From an optimization exercise on the open Yosys and OpenROAD flow, aimed at small area and a short achievable clock period; shortcuts taken in it are not production practice.
Only the layout flow was run in this run; the RTL was not checked for function there.
The clock port is modelled as an ideal driver, which makes a skipped or thinned clock tree look cheaper than it is; a real chip needs a root buffer or a tree.

==> config.mk <==
export PLATFORM = sky130hd
export DESIGN_NAME = ParallelFIR
export DESIGN_NICKNAME = ParallelFIR
export VERILOG_FILES = /design/flow/design.v
export SDC_FILE = /design/flow/constraint.sdc
export NUM_CORES = 4
export LEC_CHECK = 0
export CAP_MARGIN = 20
export CORE_MARGIN = 2
export CORE_UTILIZATION = 50
export SLEW_MARGIN = 20
export SYNTH_HIERARCHICAL = 1
export SYNTH_MINIMUM_KEEP_SIZE = 0
==> constraint.sdc <==
create_clock -name core_clock -period 11.0 [get_ports {clk}]
set_input_delay 2.2000 -clock core_clock [delete_from_list [all_inputs] [get_ports {clk}]]
set_output_delay 2.2000 -clock core_clock [all_outputs]
set_load 0.01 [all_outputs]
==> design.v <==
`timescale 1ns/1ns
module ParallelFIR(input wire clk,
                   input wire signed [7:0] x,
                   output reg signed [17:0] y);
  reg [7:0] x1, x2, x3, x4, x5, x6, x7, x8, x9, x10, x11, x12, x13, x14, x15, x16, x17;
  reg p4_1_0, p4_2_0, p4_3_0, p4_4_0, p4_5_0, p4_6_0, p4_7_0, p4_8_0, p3_0_0, p3_1_0, p3_1_1, p3_2_0, p3_2_1, p3_3_0, p3_3_1, p3_4_0, p3_4_1, p3_5_0, p3_5_1, p3_6_0, p3_6_1, p3_7_0, p3_7_1, p3_8_0, p3_8_1, p3_9_0, p3_9_1, p3_10_0, p3_10_1, p3_11_0, p3_11_1, p3_12_0, p3_12_1, p3_13_0, p2_0_0, p2_0_1, p2_1_0, p2_1_1, p2_2_0, p2_2_1, p2_3_0, p2_3_1, p2_4_0, p2_4_1, p2_5_0, p2_5_1, p2_6_0, p2_6_1, p2_7_0, p2_7_1, p2_8_0, p2_8_1, p2_9_0, p2_9_1, p2_10_0, p2_10_1, p2_11_0, p2_11_1, p2_12_0, p2_12_1, p2_13_0, p2_13_1, p2_14_0, p2_14_1, p2_15_0, p1_0_0, p1_0_1, p1_1_0, p1_1_1, p1_2_0, p1_2_1, p1_3_0, p1_3_1, p1_4_0, p1_4_1, p1_5_0, p1_5_1, p1_6_0, p1_6_1, p1_7_0, p1_7_1, p1_8_0, p1_8_1, p1_9_0, p1_9_1, p1_10_0, p1_10_1, p1_11_0, p1_11_1, p1_12_0, p1_12_1, p1_13_0, p1_13_1, p1_14_0, p1_14_1, p1_15_0, p1_15_1, p1_16_0, p1_16_1;
  reg [8:0] pa7;
  reg [8:0] pa5;
  reg [8:0] pa9;
  wire [7:0] pa7_a = x5;
  wire [7:0] pa7_b = x11;
  wire [7:0] pa7_gp = pa7_a & pa7_b;
  wire [7:0] pa7_pp = pa7_a ^ pa7_b;
  wire g1 = pa7_gp[1] | (pa7_pp[1] & pa7_gp[0]);
  wire g2 = pa7_gp[3] | (pa7_pp[3] & pa7_gp[2]);
  wire q2 = pa7_pp[3] & pa7_pp[2];
  wire g3 = pa7_gp[5] | (pa7_pp[5] & pa7_gp[4]);
  wire q3 = pa7_pp[5] & pa7_pp[4];
  wire g4 = pa7_gp[7] | (pa7_pp[7] & pa7_gp[6]);
  wire q4 = pa7_pp[7] & pa7_pp[6];
  wire g5 = g2 | (q2 & g1);
  wire g6 = g4 | (q4 & g3);
  wire q6 = q4 & q3;
  wire g7 = g6 | (q6 & g5);
  wire g8 = g3 | (q3 & g5);
  wire g9 = pa7_gp[2] | (pa7_pp[2] & g1);
  wire g10 = pa7_gp[4] | (pa7_pp[4] & g5);
  wire g11 = pa7_gp[6] | (pa7_pp[6] & g8);
  wire [7:0] pa7_cy = {g11, g8, g10, g5, g9, g1, pa7_gp[0], 1'b0};
  wire [8:0] pa7_d = {g7, pa7_pp ^ pa7_cy};
  wire [7:0] pa5_a = x2;
  wire [7:0] pa5_b = x12;
  wire [7:0] pa5_gp = pa5_a & pa5_b;
  wire [7:0] pa5_pp = pa5_a ^ pa5_b;
  wire g12 = pa5_gp[1] | (pa5_pp[1] & pa5_gp[0]);
  wire g13 = pa5_gp[3] | (pa5_pp[3] & pa5_gp[2]);
  wire q13 = pa5_pp[3] & pa5_pp[2];
  wire g14 = pa5_gp[5] | (pa5_pp[5] & pa5_gp[4]);
  wire q14 = pa5_pp[5] & pa5_pp[4];
  wire g15 = pa5_gp[7] | (pa5_pp[7] & pa5_gp[6]);
  wire q15 = pa5_pp[7] & pa5_pp[6];
  wire g16 = g13 | (q13 & g12);
  wire g17 = g15 | (q15 & g14);
  wire q17 = q15 & q14;
  wire g18 = g17 | (q17 & g16);
  wire g19 = g14 | (q14 & g16);
  wire g20 = pa5_gp[2] | (pa5_pp[2] & g12);
  wire g21 = pa5_gp[4] | (pa5_pp[4] & g16);
  wire g22 = pa5_gp[6] | (pa5_pp[6] & g19);
  wire [7:0] pa5_cy = {g22, g19, g21, g16, g20, g12, pa5_gp[0], 1'b0};
  wire [8:0] pa5_d = {g18, pa5_pp ^ pa5_cy};
  wire [7:0] pa9_a = x7;
  wire [7:0] pa9_b = x9;
  wire [7:0] pa9_gp = pa9_a & pa9_b;
  wire [7:0] pa9_pp = pa9_a ^ pa9_b;
  wire g23 = pa9_gp[1] | (pa9_pp[1] & pa9_gp[0]);
  wire g24 = pa9_gp[3] | (pa9_pp[3] & pa9_gp[2]);
  wire q24 = pa9_pp[3] & pa9_pp[2];
  wire g25 = pa9_gp[5] | (pa9_pp[5] & pa9_gp[4]);
  wire q25 = pa9_pp[5] & pa9_pp[4];
  wire g26 = pa9_gp[7] | (pa9_pp[7] & pa9_gp[6]);
  wire q26 = pa9_pp[7] & pa9_pp[6];
  wire g27 = g24 | (q24 & g23);
  wire g28 = g26 | (q26 & g25);
  wire q28 = q26 & q25;
  wire g29 = g28 | (q28 & g27);
  wire g30 = g25 | (q25 & g27);
  wire g31 = pa9_gp[2] | (pa9_pp[2] & g23);
  wire g32 = pa9_gp[4] | (pa9_pp[4] & g27);
  wire g33 = pa9_gp[6] | (pa9_pp[6] & g30);
  wire [7:0] pa9_cy = {g33, g30, g32, g27, g31, g23, pa9_gp[0], 1'b0};
  wire [8:0] pa9_d = {g29, pa9_pp ^ pa9_cy};
  wire [7:0] xo = {~x[7], x[6:0]};
  wire s34, c34;
  FullAdd u34 (.a(pa5[2]), .b(pa5[1]), .c(x16[3]), .s(s34), .co(c34));
  wire s35, c35;
  FullAdd u35 (.a(pa5[3]), .b(pa5[2]), .c(pa5[0]), .s(s35), .co(c35));
  wire s36, c36;
  FullAdd u36 (.a(p4_4_0), .b(x14[1]), .c(x15[3]), .s(s36), .co(c36));
  wire s37, c37;
  FullAdd u37 (.a(pa5[4]), .b(pa5[3]), .c(pa5[1]), .s(s37), .co(c37));
  wire s38, c38;
  FullAdd u38 (.a(p4_5_0), .b(x14[2]), .c(x15[4]), .s(s38), .co(c38));
  wire s39 = x16[5] ^ x17[4];
  wire c39 = x16[5] & x17[4];
  wire s40, c40;
  FullAdd u40 (.a(pa5[5]), .b(pa5[4]), .c(pa5[2]), .s(s40), .co(c40));
  wire s41, c41;
  FullAdd u41 (.a(p4_6_0), .b(x14[3]), .c(x15[5]), .s(s41), .co(c41));
  wire n42 = ~x15[3];
  wire s43, c43;
  FullAdd u43 (.a(n42), .b(x16[6]), .c(x17[5]), .s(s43), .co(c43));
  wire s44, c44;
  FullAdd u44 (.a(pa5[6]), .b(pa5[5]), .c(pa5[3]), .s(s44), .co(c44));
  wire s45, c45;
  FullAdd u45 (.a(p4_7_0), .b(x14[4]), .c(x15[6]), .s(s45), .co(c45));
  wire n46 = ~x15[4];
  wire s47, c47;
  FullAdd u47 (.a(n46), .b(x16[7]), .c(x17[6]), .s(s47), .co(c47));
  wire s48, c48;
  FullAdd u48 (.a(pa5[7]), .b(pa5[6]), .c(pa5[4]), .s(s48), .co(c48));
  wire s49, c49;
  FullAdd u49 (.a(p4_8_0), .b(x14[5]), .c(x15[7]), .s(s49), .co(c49));
  wire n50 = ~x15[5];
  wire s51 = n50 ^ x17[7];
  wire c51 = n50 & x17[7];
  wire s52, c52;
  FullAdd u52 (.a(pa5[8]), .b(pa5[7]), .c(pa5[5]), .s(s52), .co(c52));
  wire s53 = pa5[0] ^ x16[1];
  wire c53 = pa5[0] & x16[1];
  wire s54, c54;
  FullAdd u54 (.a(pa5[1]), .b(pa5[0]), .c(x16[2]), .s(s54), .co(c54));
  wire n55 = ~p4_2_0;
  wire n56 = ~x15[1];
  wire s57 = n55 ^ n56;
  wire c57 = n55 & n56;
  wire s58, c58;
  FullAdd u58 (.a(p4_3_0), .b(x14[0]), .c(x15[2]), .s(s58), .co(c58));
  wire n59 = ~x15[0];
  wire s60, c60;
  FullAdd u60 (.a(n59), .b(x17[2]), .c(s34), .s(s60), .co(c60));
  wire s61, c61;
  FullAdd u61 (.a(x16[4]), .b(x17[3]), .c(c34), .s(s61), .co(c61));
  wire n62 = ~s35;
  wire s63, c63;
  FullAdd u63 (.a(x15[1]), .b(n62), .c(s36), .s(s63), .co(c63));
  wire s64, c64;
  FullAdd u64 (.a(s39), .b(c35), .c(s37), .s(s64), .co(c64));
  wire s65, c65;
  FullAdd u65 (.a(x15[2]), .b(c36), .c(s38), .s(s65), .co(c65));
  wire s66, c66;
  FullAdd u66 (.a(c39), .b(c37), .c(s40), .s(s66), .co(c66));
  wire n67 = ~s43;
  wire s68, c68;
  FullAdd u68 (.a(c38), .b(s41), .c(n67), .s(s68), .co(c68));
  wire s69, c69;
  FullAdd u69 (.a(c40), .b(c43), .c(s44), .s(s69), .co(c69));
  wire n70 = ~s47;
  wire s71, c71;
  FullAdd u71 (.a(c41), .b(s45), .c(n70), .s(s71), .co(c71));
  wire s72, c72;
  FullAdd u72 (.a(s51), .b(c44), .c(c47), .s(s72), .co(c72));
  wire n73 = ~s48;
  wire s74, c74;
  FullAdd u74 (.a(c45), .b(n73), .c(s49), .s(s74), .co(c74));
  wire s75, c75;
  FullAdd u75 (.a(c51), .b(c48), .c(s52), .s(s75), .co(c75));
  wire s76, c76;
  FullAdd u76 (.a(x14[6]), .b(x15[6]), .c(c49), .s(s76), .co(c76));
  wire s77, c77;
  FullAdd u77 (.a(pa5[8]), .b(pa5[6]), .c(c52), .s(s77), .co(c77));
  wire n78 = ~x14[7];
  wire n79 = ~x15[7];
  wire s80 = n78 ^ n79;
  wire c80 = n78 & n79;
  wire s81 = x17[0] ^ s53;
  wire c81 = x17[0] & s53;
  wire s82, c82;
  FullAdd u82 (.a(x17[1]), .b(c53), .c(s57), .s(s82), .co(c82));
  wire s83, c83;
  FullAdd u83 (.a(c57), .b(c54), .c(s60), .s(s83), .co(c83));
  wire n84 = ~c58;
  wire s85, c85;
  FullAdd u85 (.a(n84), .b(c60), .c(s61), .s(s85), .co(c85));
  wire n86 = ~s65;
  wire s87, c87;
  FullAdd u87 (.a(c61), .b(s64), .c(n86), .s(s87), .co(c87));
  wire n88 = ~c65;
  wire s89, c89;
  FullAdd u89 (.a(c64), .b(n88), .c(s66), .s(s89), .co(c89));
  wire n90 = ~c68;
  wire s91, c91;
  FullAdd u91 (.a(c66), .b(s69), .c(n90), .s(s91), .co(c91));
  wire n92 = ~c71;
  wire s93, c93;
  FullAdd u93 (.a(c69), .b(s72), .c(n92), .s(s93), .co(c93));
  wire n94 = ~s76;
  wire s95, c95;
  FullAdd u95 (.a(c72), .b(n94), .c(s75), .s(s95), .co(c95));
  wire s96, c96;
  FullAdd u96 (.a(s80), .b(c75), .c(s77), .s(s96), .co(c96));
  wire s97 = pa5[7] ^ c80;
  wire c97 = pa5[7] & c80;
  wire n98 = ~p4_1_0;
  wire s99 = n98 ^ n59;
  wire c99 = n98 & n59;
  wire s100, c100;
  FullAdd u100 (.a(s54), .b(c81), .c(s82), .s(s100), .co(c100));
  wire n101 = ~s58;
  wire s102, c102;
  FullAdd u102 (.a(n101), .b(c82), .c(s83), .s(s102), .co(c102));
  wire n103 = ~s63;
  wire s104, c104;
  FullAdd u104 (.a(n103), .b(c83), .c(s85), .s(s104), .co(c104));
  wire n105 = ~c63;
  wire s106, c106;
  FullAdd u106 (.a(n105), .b(c85), .c(s87), .s(s106), .co(c106));
  wire n107 = ~s68;
  wire s108, c108;
  FullAdd u108 (.a(n107), .b(c87), .c(s89), .s(s108), .co(c108));
  wire n109 = ~s71;
  wire s110, c110;
  FullAdd u110 (.a(n109), .b(c89), .c(s91), .s(s110), .co(c110));
  wire n111 = ~s74;
  wire s112, c112;
  FullAdd u112 (.a(n111), .b(c91), .c(s93), .s(s112), .co(c112));
  wire n113 = ~c74;
  wire s114, c114;
  FullAdd u114 (.a(n113), .b(s95), .c(c93), .s(s114), .co(c114));
  wire n115 = ~c76;
  wire s116, c116;
  FullAdd u116 (.a(n115), .b(c95), .c(s96), .s(s116), .co(c116));
  wire s117, c117;
  FullAdd u117 (.a(s97), .b(c77), .c(c96), .s(s117), .co(c117));
  wire s118 = pa5[8] ^ c97;
  wire c118 = pa5[8] & c97;
  wire s119 = p3_4_0 ^ p3_4_1;
  wire c119 = p3_4_0 & p3_4_1;
  wire s120, c120;
  FullAdd u120 (.a(p3_5_0), .b(p3_5_1), .c(pa9[4]), .s(s120), .co(c120));
  wire s121, c121;
  FullAdd u121 (.a(pa9[1]), .b(pa9[0]), .c(x11[2]), .s(s121), .co(c121));
  wire s122, c122;
  FullAdd u122 (.a(p3_6_0), .b(p3_6_1), .c(pa9[5]), .s(s122), .co(c122));
  wire s123, c123;
  FullAdd u123 (.a(pa9[2]), .b(pa9[1]), .c(x11[3]), .s(s123), .co(c123));
  wire s124, c124;
  FullAdd u124 (.a(pa7[6]), .b(pa7[5]), .c(pa7[3]), .s(s124), .co(c124));
  wire s125, c125;
  FullAdd u125 (.a(p3_7_0), .b(p3_7_1), .c(pa9[6]), .s(s125), .co(c125));
  wire s126, c126;
  FullAdd u126 (.a(pa9[3]), .b(pa9[2]), .c(x11[4]), .s(s126), .co(c126));
  wire s127, c127;
  FullAdd u127 (.a(pa7[7]), .b(pa7[6]), .c(pa7[4]), .s(s127), .co(c127));
  wire s128 = x13[5] ^ x13[3];
  wire c128 = x13[5] & x13[3];
  wire s129, c129;
  FullAdd u129 (.a(p3_8_0), .b(p3_8_1), .c(pa9[7]), .s(s129), .co(c129));
  wire s130, c130;
  FullAdd u130 (.a(pa9[4]), .b(pa9[3]), .c(x11[5]), .s(s130), .co(c130));
  wire s131, c131;
  FullAdd u131 (.a(pa7[8]), .b(pa7[7]), .c(pa7[5]), .s(s131), .co(c131));
  wire n132 = ~x13[6];
  wire s133, c133;
  FullAdd u133 (.a(pa7[3]), .b(x11[2]), .c(n132), .s(s133), .co(c133));
  wire s134, c134;
  FullAdd u134 (.a(p3_9_0), .b(p3_9_1), .c(pa9[8]), .s(s134), .co(c134));
  wire s135, c135;
  FullAdd u135 (.a(pa9[5]), .b(pa9[4]), .c(x11[6]), .s(s135), .co(c135));
  wire s136, c136;
  FullAdd u136 (.a(pa7[8]), .b(pa7[6]), .c(pa7[4]), .s(s136), .co(c136));
  wire s137 = x13[7] ^ x13[5];
  wire c137 = x13[7] & x13[5];
  wire s138, c138;
  FullAdd u138 (.a(p3_10_0), .b(p3_10_1), .c(pa9[6]), .s(s138), .co(c138));
  wire s139, c139;
  FullAdd u139 (.a(pa9[5]), .b(x11[7]), .c(x13[6]), .s(s139), .co(c139));
  wire s140 = p3_11_0 ^ p3_11_1;
  wire c140 = p3_11_0 & p3_11_1;
  wire s141, c141;
  FullAdd u141 (.a(p3_3_0), .b(p3_3_1), .c(pa9[2]), .s(s141), .co(c141));
  wire s142, c142;
  FullAdd u142 (.a(pa9[3]), .b(pa9[0]), .c(x11[1]), .s(s142), .co(c142));
  wire s143, c143;
  FullAdd u143 (.a(x13[2]), .b(x13[0]), .c(s119), .s(s143), .co(c143));
  wire s144, c144;
  FullAdd u144 (.a(x13[3]), .b(x13[1]), .c(c119), .s(s144), .co(c144));
  wire s145, c145;
  FullAdd u145 (.a(pa7[5]), .b(pa7[4]), .c(pa7[2]), .s(s145), .co(c145));
  wire s146 = s120 ^ s121;
  wire c146 = s120 & s121;
  wire s147, c147;
  FullAdd u147 (.a(x13[4]), .b(x13[2]), .c(c120), .s(s147), .co(c147));
  wire s148, c148;
  FullAdd u148 (.a(c121), .b(s122), .c(s123), .s(s148), .co(c148));
  wire s149, c149;
  FullAdd u149 (.a(pa7[1]), .b(x11[0]), .c(s124), .s(s149), .co(c149));
  wire s150, c150;
  FullAdd u150 (.a(s128), .b(c122), .c(c123), .s(s150), .co(c150));
  wire s151, c151;
  FullAdd u151 (.a(pa7[2]), .b(x11[1]), .c(c124), .s(s151), .co(c151));
  wire n152 = ~s127;
  wire s153, c153;
  FullAdd u153 (.a(s125), .b(s126), .c(n152), .s(s153), .co(c153));
  wire s154, c154;
  FullAdd u154 (.a(x13[4]), .b(c128), .c(c125), .s(s154), .co(c154));
  wire s155, c155;
  FullAdd u155 (.a(c126), .b(s129), .c(s130), .s(s155), .co(c155));
  wire s156, c156;
  FullAdd u156 (.a(c127), .b(s131), .c(s133), .s(s156), .co(c156));
  wire s157, c157;
  FullAdd u157 (.a(s137), .b(c129), .c(c130), .s(s157), .co(c157));
  wire s158, c158;
  FullAdd u158 (.a(x11[3]), .b(c131), .c(c133), .s(s158), .co(c158));
  wire n159 = ~s136;
  wire s160, c160;
  FullAdd u160 (.a(s134), .b(s135), .c(n159), .s(s160), .co(c160));
  wire s161, c161;
  FullAdd u161 (.a(c137), .b(c134), .c(c135), .s(s161), .co(c161));
  wire s162, c162;
  FullAdd u162 (.a(pa7[7]), .b(pa7[5]), .c(x11[4]), .s(s162), .co(c162));
  wire n163 = ~c136;
  wire s164, c164;
  FullAdd u164 (.a(n163), .b(s138), .c(s139), .s(s164), .co(c164));
  wire s165, c165;
  FullAdd u165 (.a(pa9[7]), .b(pa9[6]), .c(x13[7]), .s(s165), .co(c165));
  wire s166, c166;
  FullAdd u166 (.a(s140), .b(c138), .c(c139), .s(s166), .co(c166));
  wire s167, c167;
  FullAdd u167 (.a(pa7[8]), .b(pa7[6]), .c(x11[5]), .s(s167), .co(c167));
  wire s168, c168;
  FullAdd u168 (.a(p3_12_0), .b(p3_12_1), .c(pa9[8]), .s(s168), .co(c168));
  wire n169 = ~pa9[7];
  wire s170, c170;
  FullAdd u170 (.a(pa7[7]), .b(n169), .c(x11[6]), .s(s170), .co(c170));
  wire s171 = p3_1_0 ^ p3_1_1;
  wire c171 = p3_1_0 & p3_1_1;
  wire s172, c172;
  FullAdd u172 (.a(p3_2_0), .b(p3_2_1), .c(pa9[1]), .s(s172), .co(c172));
  wire n173 = ~pa7[2];
  wire n174 = ~pa7[1];
  wire s175 = n173 ^ n174;
  wire c175 = n173 & n174;
  wire s176, c176;
  FullAdd u176 (.a(x11[0]), .b(x13[1]), .c(s141), .s(s176), .co(c176));
  wire s177, c177;
  FullAdd u177 (.a(pa7[3]), .b(pa7[2]), .c(pa7[0]), .s(s177), .co(c177));
  wire s178, c178;
  FullAdd u178 (.a(c141), .b(s142), .c(s143), .s(s178), .co(c178));
  wire s179, c179;
  FullAdd u179 (.a(pa7[4]), .b(pa7[3]), .c(pa7[1]), .s(s179), .co(c179));
  wire s180, c180;
  FullAdd u180 (.a(c142), .b(c143), .c(s144), .s(s180), .co(c180));
  wire n181 = ~s146;
  wire s182, c182;
  FullAdd u182 (.a(pa7[0]), .b(s145), .c(n181), .s(s182), .co(c182));
  wire s183, c183;
  FullAdd u183 (.a(c144), .b(c146), .c(s147), .s(s183), .co(c183));
  wire n184 = ~s148;
  wire s185, c185;
  FullAdd u185 (.a(c145), .b(n184), .c(s149), .s(s185), .co(c185));
  wire s186, c186;
  FullAdd u186 (.a(c147), .b(c148), .c(s150), .s(s186), .co(c186));
  wire n187 = ~s153;
  wire s188, c188;
  FullAdd u188 (.a(c149), .b(s151), .c(n187), .s(s188), .co(c188));
  wire s189, c189;
  FullAdd u189 (.a(c150), .b(s154), .c(s155), .s(s189), .co(c189));
  wire n190 = ~c153;
  wire s191, c191;
  FullAdd u191 (.a(c151), .b(n190), .c(s156), .s(s191), .co(c191));
  wire s192, c192;
  FullAdd u192 (.a(c154), .b(c155), .c(s157), .s(s192), .co(c192));
  wire n193 = ~s160;
  wire s194, c194;
  FullAdd u194 (.a(c156), .b(s158), .c(n193), .s(s194), .co(c194));
  wire s195, c195;
  FullAdd u195 (.a(c157), .b(s161), .c(c160), .s(s195), .co(c195));
  wire n196 = ~s164;
  wire s197, c197;
  FullAdd u197 (.a(s162), .b(c158), .c(n196), .s(s197), .co(c197));
  wire s198, c198;
  FullAdd u198 (.a(s165), .b(c161), .c(c164), .s(s198), .co(c198));
  wire n199 = ~s166;
  wire s200, c200;
  FullAdd u200 (.a(c162), .b(s167), .c(n199), .s(s200), .co(c200));
  wire s201, c201;
  FullAdd u201 (.a(c140), .b(c165), .c(s168), .s(s201), .co(c201));
  wire n202 = ~c166;
  wire s203, c203;
  FullAdd u203 (.a(c167), .b(s170), .c(n202), .s(s203), .co(c203));
  wire s204, c204;
  FullAdd u204 (.a(p3_13_0), .b(pa9[8]), .c(c168), .s(s204), .co(c204));
  wire s205, c205;
  FullAdd u205 (.a(pa7[8]), .b(x11[7]), .c(c170), .s(s205), .co(c205));
  wire s206 = pa9[0] ^ s171;
  wire c206 = pa9[0] & s171;
  wire s207, c207;
  FullAdd u207 (.a(x13[0]), .b(c171), .c(s175), .s(s207), .co(c207));
  wire s208, c208;
  FullAdd u208 (.a(c175), .b(c172), .c(s176), .s(s208), .co(c208));
  wire n209 = ~c176;
  wire s210, c210;
  FullAdd u210 (.a(c177), .b(s179), .c(n209), .s(s210), .co(c210));
  wire n211 = ~c179;
  wire s212, c212;
  FullAdd u212 (.a(n211), .b(c178), .c(s180), .s(s212), .co(c212));
  wire n213 = ~c182;
  wire s214, c214;
  FullAdd u214 (.a(c180), .b(n213), .c(s183), .s(s214), .co(c214));
  wire n215 = ~c185;
  wire s216, c216;
  FullAdd u216 (.a(c183), .b(s186), .c(n215), .s(s216), .co(c216));
  wire n217 = ~c188;
  wire s218, c218;
  FullAdd u218 (.a(c186), .b(s189), .c(n217), .s(s218), .co(c218));
  wire n219 = ~c191;
  wire s220, c220;
  FullAdd u220 (.a(c189), .b(s192), .c(n219), .s(s220), .co(c220));
  wire n221 = ~c194;
  wire s222, c222;
  FullAdd u222 (.a(c192), .b(s195), .c(n221), .s(s222), .co(c222));
  wire n223 = ~c197;
  wire s224, c224;
  FullAdd u224 (.a(c195), .b(s198), .c(n223), .s(s224), .co(c224));
  wire n225 = ~c200;
  wire s226, c226;
  FullAdd u226 (.a(s201), .b(c198), .c(n225), .s(s226), .co(c226));
  wire n227 = ~s205;
  wire s228, c228;
  FullAdd u228 (.a(c201), .b(s204), .c(n227), .s(s228), .co(c228));
  wire n229 = ~pa7[0];
  wire s230 = n174 ^ n229;
  wire c230 = n174 & n229;
  wire s231, c231;
  FullAdd u231 (.a(s172), .b(c206), .c(s207), .s(s231), .co(c231));
  wire n232 = ~s177;
  wire s233, c233;
  FullAdd u233 (.a(n232), .b(c207), .c(s208), .s(s233), .co(c233));
  wire n234 = ~s210;
  wire s235, c235;
  FullAdd u235 (.a(s178), .b(c208), .c(n234), .s(s235), .co(c235));
  wire n236 = ~s212;
  wire s237, c237;
  FullAdd u237 (.a(s182), .b(c210), .c(n236), .s(s237), .co(c237));
  wire n238 = ~s185;
  wire s239, c239;
  FullAdd u239 (.a(n238), .b(c212), .c(s214), .s(s239), .co(c239));
  wire n240 = ~s188;
  wire s241, c241;
  FullAdd u241 (.a(n240), .b(c214), .c(s216), .s(s241), .co(c241));
  wire n242 = ~s191;
  wire s243, c243;
  FullAdd u243 (.a(n242), .b(c216), .c(s218), .s(s243), .co(c243));
  wire n244 = ~s194;
  wire s245, c245;
  FullAdd u245 (.a(n244), .b(c218), .c(s220), .s(s245), .co(c245));
  wire n246 = ~s197;
  wire s247, c247;
  FullAdd u247 (.a(n246), .b(c220), .c(s222), .s(s247), .co(c247));
  wire n248 = ~s200;
  wire s249, c249;
  FullAdd u249 (.a(n248), .b(c222), .c(s224), .s(s249), .co(c249));
  wire n250 = ~s203;
  wire s251, c251;
  FullAdd u251 (.a(n250), .b(c224), .c(s226), .s(s251), .co(c251));
  wire n252 = ~c203;
  wire s253, c253;
  FullAdd u253 (.a(n252), .b(s228), .c(c226), .s(s253), .co(c253));
  wire n254 = ~c205;
  wire s255, c255;
  FullAdd u255 (.a(c204), .b(n254), .c(c228), .s(s255), .co(c255));
  wire s256 = p2_3_0 ^ p2_3_1;
  wire c256 = p2_3_0 & p2_3_1;
  wire s257 = 1'b1 ^ p2_4_0 ^ p2_4_1;
  wire c257 = (1'b1 & p2_4_0) | (1'b1 & p2_4_1) | (p2_4_0 & p2_4_1);
  wire s258, c258;
  FullAdd u258 (.a(x1[3]), .b(x2[4]), .c(x6[2]), .s(s258), .co(c258));
  wire s259, c259;
  FullAdd u259 (.a(p2_5_1), .b(x3[4]), .c(x3[2]), .s(s259), .co(c259));
  wire s260, c260;
  FullAdd u260 (.a(p2_5_0), .b(x1[4]), .c(x2[5]), .s(s260), .co(c260));
  wire s261 = 1'b1 ^ p2_6_1 ^ x1[5];
  wire c261 = (1'b1 & p2_6_1) | (1'b1 & x1[5]) | (p2_6_1 & x1[5]);
  wire s262, c262;
  FullAdd u262 (.a(x2[6]), .b(x6[4]), .c(x6[2]), .s(s262), .co(c262));
  wire s263, c263;
  FullAdd u263 (.a(p2_6_0), .b(x3[5]), .c(x3[3]), .s(s263), .co(c263));
  wire s264, c264;
  FullAdd u264 (.a(p2_7_0), .b(p2_7_1), .c(x1[6]), .s(s264), .co(c264));
  wire s265, c265;
  FullAdd u265 (.a(x2[7]), .b(x6[5]), .c(x6[3]), .s(s265), .co(c265));
  wire s266, c266;
  FullAdd u266 (.a(x3[6]), .b(x3[4]), .c(x4[4]), .s(s266), .co(c266));
  wire s267 = x8[4] ^ x10[0];
  wire c267 = x8[4] & x10[0];
  wire s268, c268;
  FullAdd u268 (.a(p2_8_0), .b(p2_8_1), .c(x1[7]), .s(s268), .co(c268));
  wire s269, c269;
  FullAdd u269 (.a(x6[6]), .b(x6[4]), .c(x8[5]), .s(s269), .co(c269));
  wire s270, c270;
  FullAdd u270 (.a(x3[7]), .b(x3[5]), .c(x4[5]), .s(s270), .co(c270));
  wire s271 = 1'b1 ^ p2_9_0 ^ p2_9_1;
  wire c271 = (1'b1 & p2_9_0) | (1'b1 & p2_9_1) | (p2_9_0 & p2_9_1);
  wire s272, c272;
  FullAdd u272 (.a(x6[7]), .b(x6[5]), .c(x8[6]), .s(s272), .co(c272));
  wire s273 = p2_10_0 ^ p2_10_1;
  wire c273 = p2_10_0 & p2_10_1;
  wire s274 = 1'b1 ^ p2_2_0 ^ p2_2_1;
  wire c274 = (1'b1 & p2_2_0) | (1'b1 & p2_2_1) | (p2_2_0 & p2_2_1);
  wire s275, c275;
  FullAdd u275 (.a(x1[2]), .b(x2[3]), .c(x6[1]), .s(s275), .co(c275));
  wire s276, c276;
  FullAdd u276 (.a(x3[2]), .b(x3[0]), .c(x4[0]), .s(s276), .co(c276));
  wire s277, c277;
  FullAdd u277 (.a(x6[0]), .b(x8[1]), .c(c256), .s(s277), .co(c277));
  wire s278, c278;
  FullAdd u278 (.a(x3[3]), .b(x3[1]), .c(x4[1]), .s(s278), .co(c278));
  wire s279 = s257 ^ s258;
  wire c279 = s257 & s258;
  wire s280, c280;
  FullAdd u280 (.a(x6[3]), .b(x6[1]), .c(x8[2]), .s(s280), .co(c280));
  wire s281, c281;
  FullAdd u281 (.a(c257), .b(c258), .c(s260), .s(s281), .co(c281));
  wire s282, c282;
  FullAdd u282 (.a(x4[2]), .b(x10[5]), .c(s259), .s(s282), .co(c282));
  wire s283, c283;
  FullAdd u283 (.a(x4[3]), .b(x8[0]), .c(x10[6]), .s(s283), .co(c283));
  wire s284, c284;
  FullAdd u284 (.a(x8[3]), .b(c260), .c(s261), .s(s284), .co(c284));
  wire n285 = ~s262;
  wire s286, c286;
  FullAdd u286 (.a(c259), .b(n285), .c(s263), .s(s286), .co(c286));
  wire s287, c287;
  FullAdd u287 (.a(s267), .b(c261), .c(c262), .s(s287), .co(c287));
  wire s288, c288;
  FullAdd u288 (.a(x8[1]), .b(x10[7]), .c(c263), .s(s288), .co(c288));
  wire n289 = ~s266;
  wire s290, c290;
  FullAdd u290 (.a(s264), .b(s265), .c(n289), .s(s290), .co(c290));
  wire s291, c291;
  FullAdd u291 (.a(x10[1]), .b(c267), .c(c264), .s(s291), .co(c291));
  wire s292, c292;
  FullAdd u292 (.a(c265), .b(s268), .c(s269), .s(s292), .co(c292));
  wire s293, c293;
  FullAdd u293 (.a(x8[2]), .b(c266), .c(s270), .s(s293), .co(c293));
  wire s294, c294;
  FullAdd u294 (.a(x10[2]), .b(c268), .c(c269), .s(s294), .co(c294));
  wire s295, c295;
  FullAdd u295 (.a(x3[6]), .b(x4[6]), .c(x8[3]), .s(s295), .co(c295));
  wire n296 = ~c270;
  wire s297, c297;
  FullAdd u297 (.a(n296), .b(s271), .c(s272), .s(s297), .co(c297));
  wire s298, c298;
  FullAdd u298 (.a(x6[6]), .b(x8[7]), .c(x10[3]), .s(s298), .co(c298));
  wire s299, c299;
  FullAdd u299 (.a(s273), .b(c271), .c(c272), .s(s299), .co(c299));
  wire s300, c300;
  FullAdd u300 (.a(x3[7]), .b(x4[7]), .c(x8[4]), .s(s300), .co(c300));
  wire s301 = 1'b1 ^ p2_11_0 ^ p2_11_1;
  wire c301 = (1'b1 & p2_11_0) | (1'b1 & p2_11_1) | (p2_11_0 & p2_11_1);
  wire s302, c302;
  FullAdd u302 (.a(x6[7]), .b(x10[4]), .c(c273), .s(s302), .co(c302));
  wire s303 = 1'b1 ^ p2_12_0;
  wire c303 = 1'b1 & p2_12_0;
  wire s304, c304;
  FullAdd u304 (.a(p2_1_0), .b(p2_1_1), .c(x1[0]), .s(s304), .co(c304));
  wire s305, c305;
  FullAdd u305 (.a(x1[1]), .b(x2[2]), .c(x6[0]), .s(s305), .co(c305));
  wire n306 = ~x3[1];
  wire n307 = ~x10[2];
  wire s308 = n306 ^ n307;
  wire c308 = n306 & n307;
  wire s309, c309;
  FullAdd u309 (.a(x8[0]), .b(s256), .c(c274), .s(s309), .co(c309));
  wire n310 = ~s275;
  wire s311, c311;
  FullAdd u311 (.a(x10[3]), .b(n310), .c(s276), .s(s311), .co(c311));
  wire s312, c312;
  FullAdd u312 (.a(c275), .b(s277), .c(s279), .s(s312), .co(c312));
  wire s313, c313;
  FullAdd u313 (.a(x10[4]), .b(c276), .c(s278), .s(s313), .co(c313));
  wire s314, c314;
  FullAdd u314 (.a(s280), .b(c277), .c(c279), .s(s314), .co(c314));
  wire n315 = ~s281;
  wire s316, c316;
  FullAdd u316 (.a(c278), .b(n315), .c(s282), .s(s316), .co(c316));
  wire s317, c317;
  FullAdd u317 (.a(c280), .b(c281), .c(s284), .s(s317), .co(c317));
  wire s318, c318;
  FullAdd u318 (.a(s283), .b(c282), .c(s286), .s(s318), .co(c318));
  wire s319, c319;
  FullAdd u319 (.a(c284), .b(s287), .c(s290), .s(s319), .co(c319));
  wire s320, c320;
  FullAdd u320 (.a(c283), .b(s288), .c(c286), .s(s320), .co(c320));
  wire s321, c321;
  FullAdd u321 (.a(c287), .b(s291), .c(s292), .s(s321), .co(c321));
  wire n322 = ~c290;
  wire s323, c323;
  FullAdd u323 (.a(c288), .b(s293), .c(n322), .s(s323), .co(c323));
  wire s324, c324;
  FullAdd u324 (.a(c291), .b(c292), .c(s294), .s(s324), .co(c324));
  wire n325 = ~s297;
  wire s326, c326;
  FullAdd u326 (.a(s295), .b(c293), .c(n325), .s(s326), .co(c326));
  wire s327, c327;
  FullAdd u327 (.a(s298), .b(c294), .c(c297), .s(s327), .co(c327));
  wire n328 = ~s299;
  wire s329, c329;
  FullAdd u329 (.a(c295), .b(s300), .c(n328), .s(s329), .co(c329));
  wire s330, c330;
  FullAdd u330 (.a(c298), .b(s301), .c(s302), .s(s330), .co(c330));
  wire n331 = ~c299;
  wire s332, c332;
  FullAdd u332 (.a(x8[5]), .b(c300), .c(n331), .s(s332), .co(c332));
  wire s333, c333;
  FullAdd u333 (.a(p2_12_1), .b(x10[5]), .c(s303), .s(s333), .co(c333));
  wire n334 = ~x8[6];
  wire s335, c335;
  FullAdd u335 (.a(n334), .b(c301), .c(c302), .s(s335), .co(c335));
  wire s336, c336;
  FullAdd u336 (.a(p2_13_0), .b(p2_13_1), .c(x10[6]), .s(s336), .co(c336));
  wire n337 = ~x8[7];
  wire s338 = n337 ^ c303;
  wire c338 = n337 & c303;
  wire s339 = 1'b1 ^ p2_14_0 ^ p2_14_1;
  wire c339 = (1'b1 & p2_14_0) | (1'b1 & p2_14_1) | (p2_14_0 & p2_14_1);
  wire s340 = p2_0_0 ^ x2[0];
  wire c340 = p2_0_0 & x2[0];
  wire n341 = ~x2[1];
  wire s342, c342;
  FullAdd u342 (.a(n341), .b(x3[0]), .c(x10[1]), .s(s342), .co(c342));
  wire s343, c343;
  FullAdd u343 (.a(s308), .b(c304), .c(s305), .s(s343), .co(c343));
  wire s344, c344;
  FullAdd u344 (.a(c308), .b(c305), .c(s309), .s(s344), .co(c344));
  wire n345 = ~c309;
  wire s346, c346;
  FullAdd u346 (.a(n345), .b(s313), .c(c311), .s(s346), .co(c346));
  wire n347 = ~c313;
  wire s348, c348;
  FullAdd u348 (.a(n347), .b(c312), .c(s314), .s(s348), .co(c348));
  wire n349 = ~c316;
  wire s350, c350;
  FullAdd u350 (.a(c314), .b(n349), .c(s317), .s(s350), .co(c350));
  wire n351 = ~c317;
  wire s352, c352;
  FullAdd u352 (.a(n351), .b(c318), .c(s320), .s(s352), .co(c352));
  wire n353 = ~c320;
  wire s354, c354;
  FullAdd u354 (.a(n353), .b(s321), .c(c319), .s(s354), .co(c354));
  wire n355 = ~c323;
  wire s356, c356;
  FullAdd u356 (.a(c321), .b(s324), .c(n355), .s(s356), .co(c356));
  wire n357 = ~c326;
  wire s358, c358;
  FullAdd u358 (.a(c324), .b(s327), .c(n357), .s(s358), .co(c358));
  wire n359 = ~c329;
  wire s360, c360;
  FullAdd u360 (.a(s330), .b(c327), .c(n359), .s(s360), .co(c360));
  wire s361, c361;
  FullAdd u361 (.a(s333), .b(c330), .c(s335), .s(s361), .co(c361));
  wire s362, c362;
  FullAdd u362 (.a(s336), .b(s338), .c(c333), .s(s362), .co(c362));
  wire s363, c363;
  FullAdd u363 (.a(x10[7]), .b(c336), .c(s339), .s(s363), .co(c363));
  wire s364 = 1'b1 ^ p2_15_0;
  wire c364 = 1'b1 & p2_15_0;
  wire n365 = ~p2_0_1;
  wire n366 = ~x10[0];
  wire s367 = n365 ^ n366;
  wire c367 = n365 & n366;
  wire n368 = ~s342;
  wire s369, c369;
  FullAdd u369 (.a(c340), .b(s304), .c(n368), .s(s369), .co(c369));
  wire n370 = ~c342;
  wire s371, c371;
  FullAdd u371 (.a(n370), .b(s274), .c(s343), .s(s371), .co(c371));
  wire n372 = ~s311;
  wire s373, c373;
  FullAdd u373 (.a(c343), .b(n372), .c(s344), .s(s373), .co(c373));
  wire n374 = ~s346;
  wire s375, c375;
  FullAdd u375 (.a(s312), .b(c344), .c(n374), .s(s375), .co(c375));
  wire n376 = ~s348;
  wire s377, c377;
  FullAdd u377 (.a(c346), .b(s316), .c(n376), .s(s377), .co(c377));
  wire n378 = ~s318;
  wire s379, c379;
  FullAdd u379 (.a(n378), .b(c348), .c(s350), .s(s379), .co(c379));
  wire n380 = ~s352;
  wire s381, c381;
  FullAdd u381 (.a(s319), .b(c350), .c(n380), .s(s381), .co(c381));
  wire n382 = ~s354;
  wire s383, c383;
  FullAdd u383 (.a(s323), .b(c352), .c(n382), .s(s383), .co(c383));
  wire n384 = ~s326;
  wire s385, c385;
  FullAdd u385 (.a(n384), .b(c354), .c(s356), .s(s385), .co(c385));
  wire n386 = ~s329;
  wire s387, c387;
  FullAdd u387 (.a(n386), .b(c356), .c(s358), .s(s387), .co(c387));
  wire n388 = ~s332;
  wire s389, c389;
  FullAdd u389 (.a(n388), .b(c358), .c(s360), .s(s389), .co(c389));
  wire n390 = ~c332;
  wire s391, c391;
  FullAdd u391 (.a(n390), .b(s361), .c(c360), .s(s391), .co(c391));
  wire s392, c392;
  FullAdd u392 (.a(c335), .b(s362), .c(c361), .s(s392), .co(c392));
  wire s393, c393;
  FullAdd u393 (.a(c338), .b(s363), .c(c362), .s(s393), .co(c393));
  wire s394, c394;
  FullAdd u394 (.a(s364), .b(c339), .c(c363), .s(s394), .co(c394));
  wire s395 = p1_1_0 ^ p1_1_1;
  wire c395 = p1_1_0 & p1_1_1;
  wire n396 = ~x1[1];
  wire s397, c397;
  FullAdd u397 (.a(p1_2_0), .b(p1_2_1), .c(n396), .s(s397), .co(c397));
  wire n398 = ~x1[2];
  wire s399, c399;
  FullAdd u399 (.a(p1_3_0), .b(p1_3_1), .c(n398), .s(s399), .co(c399));
  wire n400 = ~x1[3];
  wire s401, c401;
  FullAdd u401 (.a(p1_4_0), .b(p1_4_1), .c(n400), .s(s401), .co(c401));
  wire n402 = ~p1_5_0;
  wire s403, c403;
  FullAdd u403 (.a(n402), .b(p1_5_1), .c(x1[4]), .s(s403), .co(c403));
  wire n404 = ~p1_6_1;
  wire s405, c405;
  FullAdd u405 (.a(p1_6_0), .b(n404), .c(x1[5]), .s(s405), .co(c405));
  wire n406 = ~x1[6];
  wire s407, c407;
  FullAdd u407 (.a(p1_7_0), .b(p1_7_1), .c(n406), .s(s407), .co(c407));
  wire n408 = ~p1_8_0;
  wire s409, c409;
  FullAdd u409 (.a(n408), .b(p1_8_1), .c(x1[7]), .s(s409), .co(c409));
  wire n410 = ~p1_9_0;
  wire s411 = n410 ^ p1_9_1;
  wire c411 = n410 & p1_9_1;
  wire s412 = p1_10_0 ^ p1_10_1;
  wire c412 = p1_10_0 & p1_10_1;
  wire s413 = p1_11_0 ^ p1_11_1;
  wire c413 = p1_11_0 & p1_11_1;
  wire s414 = p1_12_0 ^ p1_12_1;
  wire c414 = p1_12_0 & p1_12_1;
  wire s415 = p1_13_0 ^ p1_13_1;
  wire c415 = p1_13_0 & p1_13_1;
  wire s416 = p1_14_0 ^ p1_14_1;
  wire c416 = p1_14_0 & p1_14_1;
  wire s417 = p1_15_0 ^ p1_15_1;
  wire c417 = p1_15_0 & p1_15_1;
  wire s418 = p1_16_0 ^ p1_16_1;
  wire c418 = p1_16_0 & p1_16_1;
  wire [17:0] r0 = {c418, c417, c416, c415, c414, c413, c412, c411, ~c409, c407, ~c405, ~c403, c401, c399, c397, c395, s395, p1_0_0};
  wire [17:0] r1 = {1'b1, s418, s417, s416, s415, s414, s413, s412, s411, ~s409, s407, ~s405, ~s403, s401, s399, s397, ~x1[0], p1_0_1};
  wire [17:0] gp = r0 & r1;
  wire [17:0] pp = r0 ^ r1;
  wire g419 = gp[1] | (pp[1] & gp[0]);
  wire g420 = gp[3] | (pp[3] & gp[2]);
  wire q420 = pp[3] & pp[2];
  wire g421 = gp[5] | (pp[5] & gp[4]);
  wire q421 = pp[5] & pp[4];
  wire g422 = gp[7] | (pp[7] & gp[6]);
  wire q422 = pp[7] & pp[6];
  wire g423 = gp[9] | (pp[9] & gp[8]);
  wire q423 = pp[9] & pp[8];
  wire g424 = gp[11] | (pp[11] & gp[10]);
  wire q424 = pp[11] & pp[10];
  wire g425 = gp[13] | (pp[13] & gp[12]);
  wire q425 = pp[13] & pp[12];
  wire g426 = gp[15] | (pp[15] & gp[14]);
  wire q426 = pp[15] & pp[14];
  wire g427 = g420 | (q420 & g419);
  wire g428 = g422 | (q422 & g421);
  wire q428 = q422 & q421;
  wire g429 = g424 | (q424 & g423);
  wire q429 = q424 & q423;
  wire g430 = g426 | (q426 & g425);
  wire q430 = q426 & q425;
  wire g431 = g428 | (q428 & g427);
  wire g432 = g430 | (q430 & g429);
  wire q432 = q430 & q429;
  wire g433 = g432 | (q432 & g431);
  wire g434 = g429 | (q429 & g431);
  wire g435 = g421 | (q421 & g427);
  wire g436 = g423 | (q423 & g431);
  wire g437 = g425 | (q425 & g434);
  wire g438 = gp[2] | (pp[2] & g419);
  wire g439 = gp[4] | (pp[4] & g427);
  wire g440 = gp[6] | (pp[6] & g435);
  wire g441 = gp[8] | (pp[8] & g431);
  wire g442 = gp[10] | (pp[10] & g436);
  wire g443 = gp[12] | (pp[12] & g434);
  wire g444 = gp[14] | (pp[14] & g437);
  wire g445 = gp[16] | (pp[16] & g433);
  wire [17:0] cy = {g445, g433, g444, g437, g443, g434, g442, g436, g441, g431, g440, g435, g439, g427, g438, g419, gp[0], 1'b0};
  wire [17:0] sum = pp ^ cy;
  always @(posedge clk) begin
    x1 <= xo;
    x2 <= x1;
    x3 <= x2;
    x4 <= x3;
    x5 <= x4;
    x6 <= x5;
    x7 <= x6;
    x8 <= x7;
    x9 <= x8;
    x10 <= x9;
    x11 <= x10;
    x12 <= x11;
    x13 <= x12;
    x14 <= x13;
    x15 <= x14;
    x16 <= x15;
    x17 <= x16;
    p4_1_0 <= x17[0];
    p4_2_0 <= x17[1];
    p4_3_0 <= x17[2];
    p4_4_0 <= x17[3];
    p4_5_0 <= x17[4];
    p4_6_0 <= x17[5];
    p4_7_0 <= x17[6];
    p4_8_0 <= x17[7];
    p3_0_0 <= x16[0];
    p3_1_0 <= s99;
    p3_1_1 <= s81;
    p3_2_0 <= c99;
    p3_2_1 <= s100;
    p3_3_0 <= c100;
    p3_3_1 <= s102;
    p3_4_0 <= c102;
    p3_4_1 <= s104;
    p3_5_0 <= c104;
    p3_5_1 <= s106;
    p3_6_0 <= c106;
    p3_6_1 <= s108;
    p3_7_0 <= c108;
    p3_7_1 <= s110;
    p3_8_0 <= c110;
    p3_8_1 <= s112;
    p3_9_0 <= c112;
    p3_9_1 <= s114;
    p3_10_0 <= c114;
    p3_10_1 <= s116;
    p3_11_0 <= c116;
    p3_11_1 <= s117;
    p3_12_0 <= c117;
    p3_12_1 <= s118;
    p3_13_0 <= c118;
    p2_0_0 <= p3_0_0;
    p2_0_1 <= pa7[0];
    p2_1_0 <= s230;
    p2_1_1 <= s206;
    p2_2_0 <= c230;
    p2_2_1 <= s231;
    p2_3_0 <= c231;
    p2_3_1 <= s233;
    p2_4_0 <= c233;
    p2_4_1 <= s235;
    p2_5_0 <= c235;
    p2_5_1 <= s237;
    p2_6_0 <= c237;
    p2_6_1 <= s239;
    p2_7_0 <= c239;
    p2_7_1 <= s241;
    p2_8_0 <= c241;
    p2_8_1 <= s243;
    p2_9_0 <= c243;
    p2_9_1 <= s245;
    p2_10_0 <= c245;
    p2_10_1 <= s247;
    p2_11_0 <= c247;
    p2_11_1 <= s249;
    p2_12_0 <= c249;
    p2_12_1 <= s251;
    p2_13_0 <= c251;
    p2_13_1 <= s253;
    p2_14_0 <= c253;
    p2_14_1 <= s255;
    p2_15_0 <= c255;
    p1_0_0 <= s367;
    p1_0_1 <= s340;
    p1_1_0 <= c367;
    p1_1_1 <= s369;
    p1_2_0 <= c369;
    p1_2_1 <= s371;
    p1_3_0 <= c371;
    p1_3_1 <= s373;
    p1_4_0 <= c373;
    p1_4_1 <= s375;
    p1_5_0 <= c375;
    p1_5_1 <= s377;
    p1_6_0 <= c377;
    p1_6_1 <= s379;
    p1_7_0 <= c379;
    p1_7_1 <= s381;
    p1_8_0 <= c381;
    p1_8_1 <= s383;
    p1_9_0 <= c383;
    p1_9_1 <= s385;
    p1_10_0 <= c385;
    p1_10_1 <= s387;
    p1_11_0 <= c387;
    p1_11_1 <= s389;
    p1_12_0 <= c389;
    p1_12_1 <= s391;
    p1_13_0 <= c391;
    p1_13_1 <= s392;
    p1_14_0 <= c392;
    p1_14_1 <= s393;
    p1_15_0 <= c393;
    p1_15_1 <= s394;
    p1_16_0 <= c394;
    p1_16_1 <= c364;
    pa7 <= pa7_d;
    pa5 <= pa5_d;
    pa9 <= pa9_d;
    y <= sum;
  end
endmodule
module FullAdd(input wire a, input wire b, input wire c,
               output wire s, output wire co);
  assign s = a ^ b ^ c;
  assign co = (a & b) | (a & c) | (b & c);
endmodule
==> flow/run.sh <==
#!/bin/bash
# The standard layout with these changes to how it is made (the SDC and
# its clock period are unchanged):
#  - repair_timing keeps extra setup margin, so that it sizes the design for a
#    shorter achieved period;
#  - the clock tree uses larger sink clusters and no dummy loads, and after CTS
#    its branch level is removed and the root split in four (flatten_clock.tcl),
#    so every register is clocked through one root buffer and one leaf buffer;
#  - the port buffers are buf_2 cells.
# Each tool's full output is in the ORFS logs; make's output is in
# standard_cts.log and standard.log, the clock edit's in flatten_clock.log.
set -e
export SETUP_SLACK_MARGIN=7.95
export CTS_ARGS="-sink_clustering_enable -repair_clock_nets -dont_use_dummy_load -buf_list sky130_fd_sc_hd__clkbuf_16 -sink_clustering_size 30 -sink_clustering_max_diameter 200"
export BUFFER_PORTS_ARGS="-buffer_cell sky130_fd_sc_hd__buf_2"
bash standard.sh cts > standard_cts.log 2>&1
CLK_ROOTS=4 CTS_ODB=$PWD/orfs/results/$FLOW_PLATFORM/ParallelFIR/base/4_cts.odb openroad -no_init -exit flow/flatten_clock.tcl > flatten_clock.log 2>&1
bash standard.sh > standard.log 2>&1
==> flow/flatten_clock.tcl <==
# Make the clock tree two levels deep: the leaf buffers that CTS hung below
# intermediate branch buffers are moved onto the root, and the branch buffers
# removed; then the leaves are split between CLK_ROOTS root buffers (2: west and
# east halves, 4: quarters), each placed at the middle of its leaves.  Every register keeps the
# same structure (one root buffer + one leaf buffer) between the clock port and
# its clock pin.
set odb_file $::env(CTS_ODB)
read_db $odb_file
set block [ord::get_db_block]
set clk [$block findNet clk]
set roots {}
foreach it [$clk getITerms] { lappend roots [$it getInst] }
if {[llength $roots] != 1} { puts "root count [llength $roots], nothing done"; exit 0 }
set root [lindex $roots 0]
set rootnet [[$root findITerm X] getNet]
puts "root [$root getName] ([[$root getMaster] getName]) net [$rootnet getName]"
set mids {}
foreach it [$rootnet getITerms] {
  set inst [$it getInst]
  if {$inst eq $root} continue
  set m [[$inst getMaster] getName]
  if {![string match "sky130_fd_sc_hd__clkbuf_*" $m]} { puts "non-buffer load [$inst getName] $m, nothing done"; exit 0 }
  lappend mids $inst
}
set moved 0
foreach mid $mids {
  set out [[$mid findITerm X] getNet]
  set loads {}
  foreach it [$out getITerms] {
    if {[$it getInst] ne $mid} { lappend loads $it }
  }
  set ok 1
  foreach it $loads {
    if {![string match "sky130_fd_sc_hd__clkbuf_*" [[[$it getInst] getMaster] getName]]} { set ok 0 }
  }
  if {!$ok} { puts "[$mid getName] drives registers, kept"; continue }
  foreach it $loads {
    $it disconnect
    $it connect $rootnet
    incr moved
  }
  puts "removed [$mid getName] ([llength $loads] leaves)"
  odb::dbInst_destroy $mid
  odb::dbNet_destroy $out
}
puts "moved $moved leaf buffers onto [$rootnet getName]"

set nroots 1
if {[info exists ::env(CLK_ROOTS)]} { set nroots $::env(CLK_ROOTS) }
if {$nroots > 1} {
  set leaves {}
  foreach it [$rootnet getITerms] {
    if {[$it getInst] ne $root} { lappend leaves $it }
  }
  if {[llength $leaves] >= 2 * $nroots} {
    # split the leaves into nroots groups of neighbours: by x, then each
    # half by y when there are four
    set xs {}
    foreach it $leaves { lappend xs [list [lindex [[$it getInst] getLocation] 0] [lindex [[$it getInst] getLocation] 1] $it] }
    set xs [lsort -integer -index 0 $xs]
    set half [expr {[llength $xs] / 2}]
    set groups [list [lrange $xs 0 [expr {$half - 1}]] [lrange $xs $half end]]
    if {$nroots == 4} {
      set g4 {}
      foreach g $groups {
        set g [lsort -integer -index 1 $g]
        set h [expr {[llength $g] / 2}]
        lappend g4 [lrange $g 0 [expr {$h - 1}]] [lrange $g $h end]
      }
      set groups $g4
    }
    set master [$root getMaster]
    set k 0
    foreach g $groups {
      if {$k == 0} {
        set inst $root
      } else {
        set inst [odb::dbInst_create $block $master "clkbuf_0_${k}_clk"]
        set net [odb::dbNet_create $block "clknet_0_${k}_clk"]
        $net setSigType CLOCK
        [$inst findITerm A] connect $clk
        [$inst findITerm X] connect $net
        foreach e $g {
          set it [lindex $e 2]
          $it disconnect
          $it connect $net
        }
      }
      set sx 0; set sy 0; set n 0
      foreach e $g { incr sx [lindex $e 0]; incr sy [lindex $e 1]; incr n }
      $inst setLocation [expr {$sx / $n}] [expr {$sy / $n}]
      $inst setPlacementStatus PLACED
      incr k
    }
    puts "$nroots roots: [join [lmap g $groups {llength $g}] { }] leaves"
    detailed_placement
    check_placement
  }
}
write_db $odb_file
==> standard.sh <==
#!/bin/bash
# synth_recipe.tcl (not shown) runs the flow's synth.tcl, then flattens the netlist and writes it again
# the make line also repeats each setting of config.mk as NAME=value (left out here)
make -C /OpenROAD-flow-scripts/flow DESIGN_CONFIG=/design/flow/config.mk WORK_HOME=/design/flow/orfs CLKGATE_MAP_FILE= SYNTH_SCRIPT=/design/flow/synth_recipe.tcl "${@:-finish}"
==> impl_metrics.json <==
{
  "status": "complete, no violations",
  "syn_inst": 864,
  "startpoint_type": "flip-flop",
  "ys_async_sr_fraction_pct": 0,
  "synthTopCellsByArea": "dfxtp_1, fa_1, ha_1",
  "synthAdderAreaFrac_pct": 47.1,
  "mostFrequentLayoutCell": "dfxtp_1",
  "vias": 5726,
  "synth-edff-count": 0,
  "hold_violations": 0,
  "wl_met3_um": 487,
  "vias_per_cell": 4.64,
  "synth_top_family_by_area": "adder cells",
  "crit_buf_inv": 0,
  "yosys.area_share.simple_pct": 1.17,
  "slowest_stage": "fa_1",
  "synth_top_area_share_pct": 43.3,
  "synth_area_sq_mm": 0.0128,
  "dp_hpwl_um": 18500,
  "diodes": 0,
  "ys_ff_latch": 278,
  "critPathArrivalTime_ns": 3.22,
  "fin_crit_sh_pct": 27.7,
  "synth_xor_area_share_pct": 1.16,
  "cap_violations": 0,
  "grt_overflow": 0,
  "crit_family": "adder cells",
  "grt.total_usage_pct": 18.4,
  "path_class": "flip-flop to flip-flop",
  "start_util_pct": 51.0,
  "gp_congestion": 0.871,
  "die_y_um": 164,
  "min_path_type": "flip-flop to flip-flop",
  "drt-met1-wl_um": 9750,
  "cp-end-kind": "flip-flop",
  "grt_start_max_net_pins": 31,
  "syn_nets": 1204,
  "num-fill-cells": 2087,
  "finalSetupViolations": 0,
  "fin_worst_skew_ns": 0.0822,
  "route.antenna.remaining_nets": 0,
  "final_area_sq_mm": 0.0138,
  "synth.avg_cell_area_sq_um": 14.9,
  "hold_buffers": 0,
  "antenna_found_initial": 0,
  "ys.flop_type": "dfxtp_1",
  "synth_area_leader_cell": "dfxtp_1",
  "area.growth.synth_to_final_pct": 7.37,
  "slowest_delay_ns": 0.54,
  "relSlewSlack_pct": 70.7,
  "final_cell_mix": "dfxtp_1, fa_1, inv_1, ha_1, buf_2",
  "synth_mux_area_share_pct": 0,
  "setup_slack_ns": 7.96,
  "dp_slack_ns": 7.93,
  "layout-drive-gt1-share_pct": 7.63,
  "wl_um": 21600,
  "regArea_sq_mm": 0.00559,
  "placed_area_sq_mm": 0.0134,
  "highest_layer": "met4",
  "io_pins": 27,
  "multiInputGateArea_sq_mm": 0.00662,
  "tightest_slew_ns": 0.434,
  "first_pass_iters": 4,
  "io_buffer_count": 26,
  "fin_cells": 1234,
  "worst_path_most_repeated_cell": "fa_1",
  "setup-tns-final_ns": 0,
  "min_period_ns": 3.04,
  "fin_nets": 1246,
  "insertion_delay_ns": 0.32,
  "cts.clk_slew.worst_paths_ns": 0.12,
  "wl_per_cell_um": 17.5,
  "wl_met2_um": 11000,
  "synth_compound_area_share_pct": 2.08,
  "ys_types": 28,
  "drc": 0,
  "core_sq_mm": 0.0252,
  "critPathMaxFanout": 3,
  "grt_pass1_vias": 6849,
  "drtIter0Drc": 243,
  "drv_slew": 0,
  "die_w_um": 164,
  "dp_cells": 1220,
  "cts.sinks": 278,
  "rows": 58,
  "ys.warnings.count": 7,
  "grt_pass1_wl_um": 36900,
  "rsz0062_at_grt": "true",
  "yosysSeqAreaShare_pct": 43.3,
  "cp_cell_sequence": "fa_1 > fa_1 > fa_1 > fa_1 > fa_1",
  "cp_data_required_time_ns": 11.18,
  "die_area_sq_mm": 0.0270,
  "max_freq_mhz": 329
}
-- modules after synthesis, one instance, submodules excluded --
module,area [sq um],cells inside,copies in the design
FullAdd,20.0,1,233
ParallelFIR,8180,631,1
-- synth_stat cells, types with 2 or more instances --
cell type	count
nand2_1	2
fa_1	254
o21a_1	2
inv_1	176
dfxtp_1	278
nor3_1	3
o21ai_1	2
o21ai_0	6
xnor2_1	6
nand2b_1	4
nor2_1	11
a21oi_1	8
ha_1	77
o41a_1	3
xor2_1	11
or2_2	3
a21o_1	2
nor2b_1	5
a211oi_2	2
-- metal layers --
| metal | track usage [%] | vias to the layer above |
|---|---|---|
| li1 | - | 2643 |
| met1 | 25.6 | 3023 |
| met2 | 30.9 | 43 |
| met3 | 2.40 | 17 |
| met4 | 4.43 | 0 |
| met5 | 0 | - |
-- final cells by class --
cell class	instances	share of cell area [%]
Buffer	3	0.545
Timing Repair Buffer	26	1.13
Multi-Input combinational cell	410	48.0
Tap cell	330	3.00
Clock buffer	11	2.00
Sequential cell	278	40.5
Inverter	176	4.79
-- worst paths after layout --
kind | cells past startpoint | slack [ns] | from | end
worst max-delay path | 5 | 7.96 | pa9[4] | p2_8_1
worst min-delay path | 0 | 0.34 | x16[0] | x17[0]
worst max register to register | 5 | 7.96 | pa9[4] | p2_8_1
worst min register to register | 0 | 0.34 | x16[0] | x17[0]
-- stage by stage --
stage | hold WS (ns) | utilization (%)
final | 0.339 | 54.7
after global routing | 0.364 | 54.7
after CTS | 0.342 | 54.6
after detailed placement | 0.316 | 53.1
after global placement | 0.314 | 53.1
after floorplan | 0.310 | -
-- cells by family after synthesis --
| group | count (synthesis) |
|---|---|
| buf+inv | 176 |
| flops | 278 |
| xor+xnor | 17 |
| simple gates | 29 |
| fa+ha+maj | 331 |
| compound gates | 33 |
-- sequential cells by signal (all words and copies together), names as in the netlist, 9 cells and up --
| register | flops |
|---|---|
| y | 18 |
| pa5 | 9 |
| pa7 | 9 |
| pa9 | 9 |
-- worst reg2reg max path, cell delays in order, from the launching register on --
cell and delay (ns):
dfxtp_1 0.50, fa_1 0.46, fa_1 0.51, fa_1 0.44
fa_1 0.54, fa_1 0.45
-- timing repair --
| action | in CTS | in global routing |
|---|---|---|
| cloned | 0 | 0 |
| buffers inserted | 0 | 0 |
| endpoints found under the hold margin | 0 | 0 |
| gates resized for setup | 14 | 7 |
| pin swaps | 0 | 0 |
| setup endpoints to repair | 19 | 6 |

afterwards: timing with drivers on the ports:
In the flow no input, the clock included, has a driving cell. The finished layout below was timed again as built, in two steps. Step 1 (the two cells are an assumption about what drives the block):
set clk [get_ports {clk}]
set_driving_cell -lib_cell sky130_fd_sc_hd__clkbuf_16 $clk
set_driving_cell -lib_cell sky130_fd_sc_hd__buf_2 [delete_from_list [all_inputs] $clk]
Step 2 times the ports against the registers' clock, not the clock port: input delays grow and output delays shrink by t, the midpoint of the rising clock arrivals with the driver on. Three values: ideal ports, drivers, drivers and shift; two values: the first two.
shift t [ns]: 0.382
setup slack, ns: 7.958 / 7.942 / 7.958
worst setup path after step 2: register to register
latest minus earliest clock arrival (ns): 0.086 / 0.086
After both steps this run still meets setup and hold. For this run, drivers alone change the setup slack by -0.016 ns; drivers and shift together by 0.000 ns.
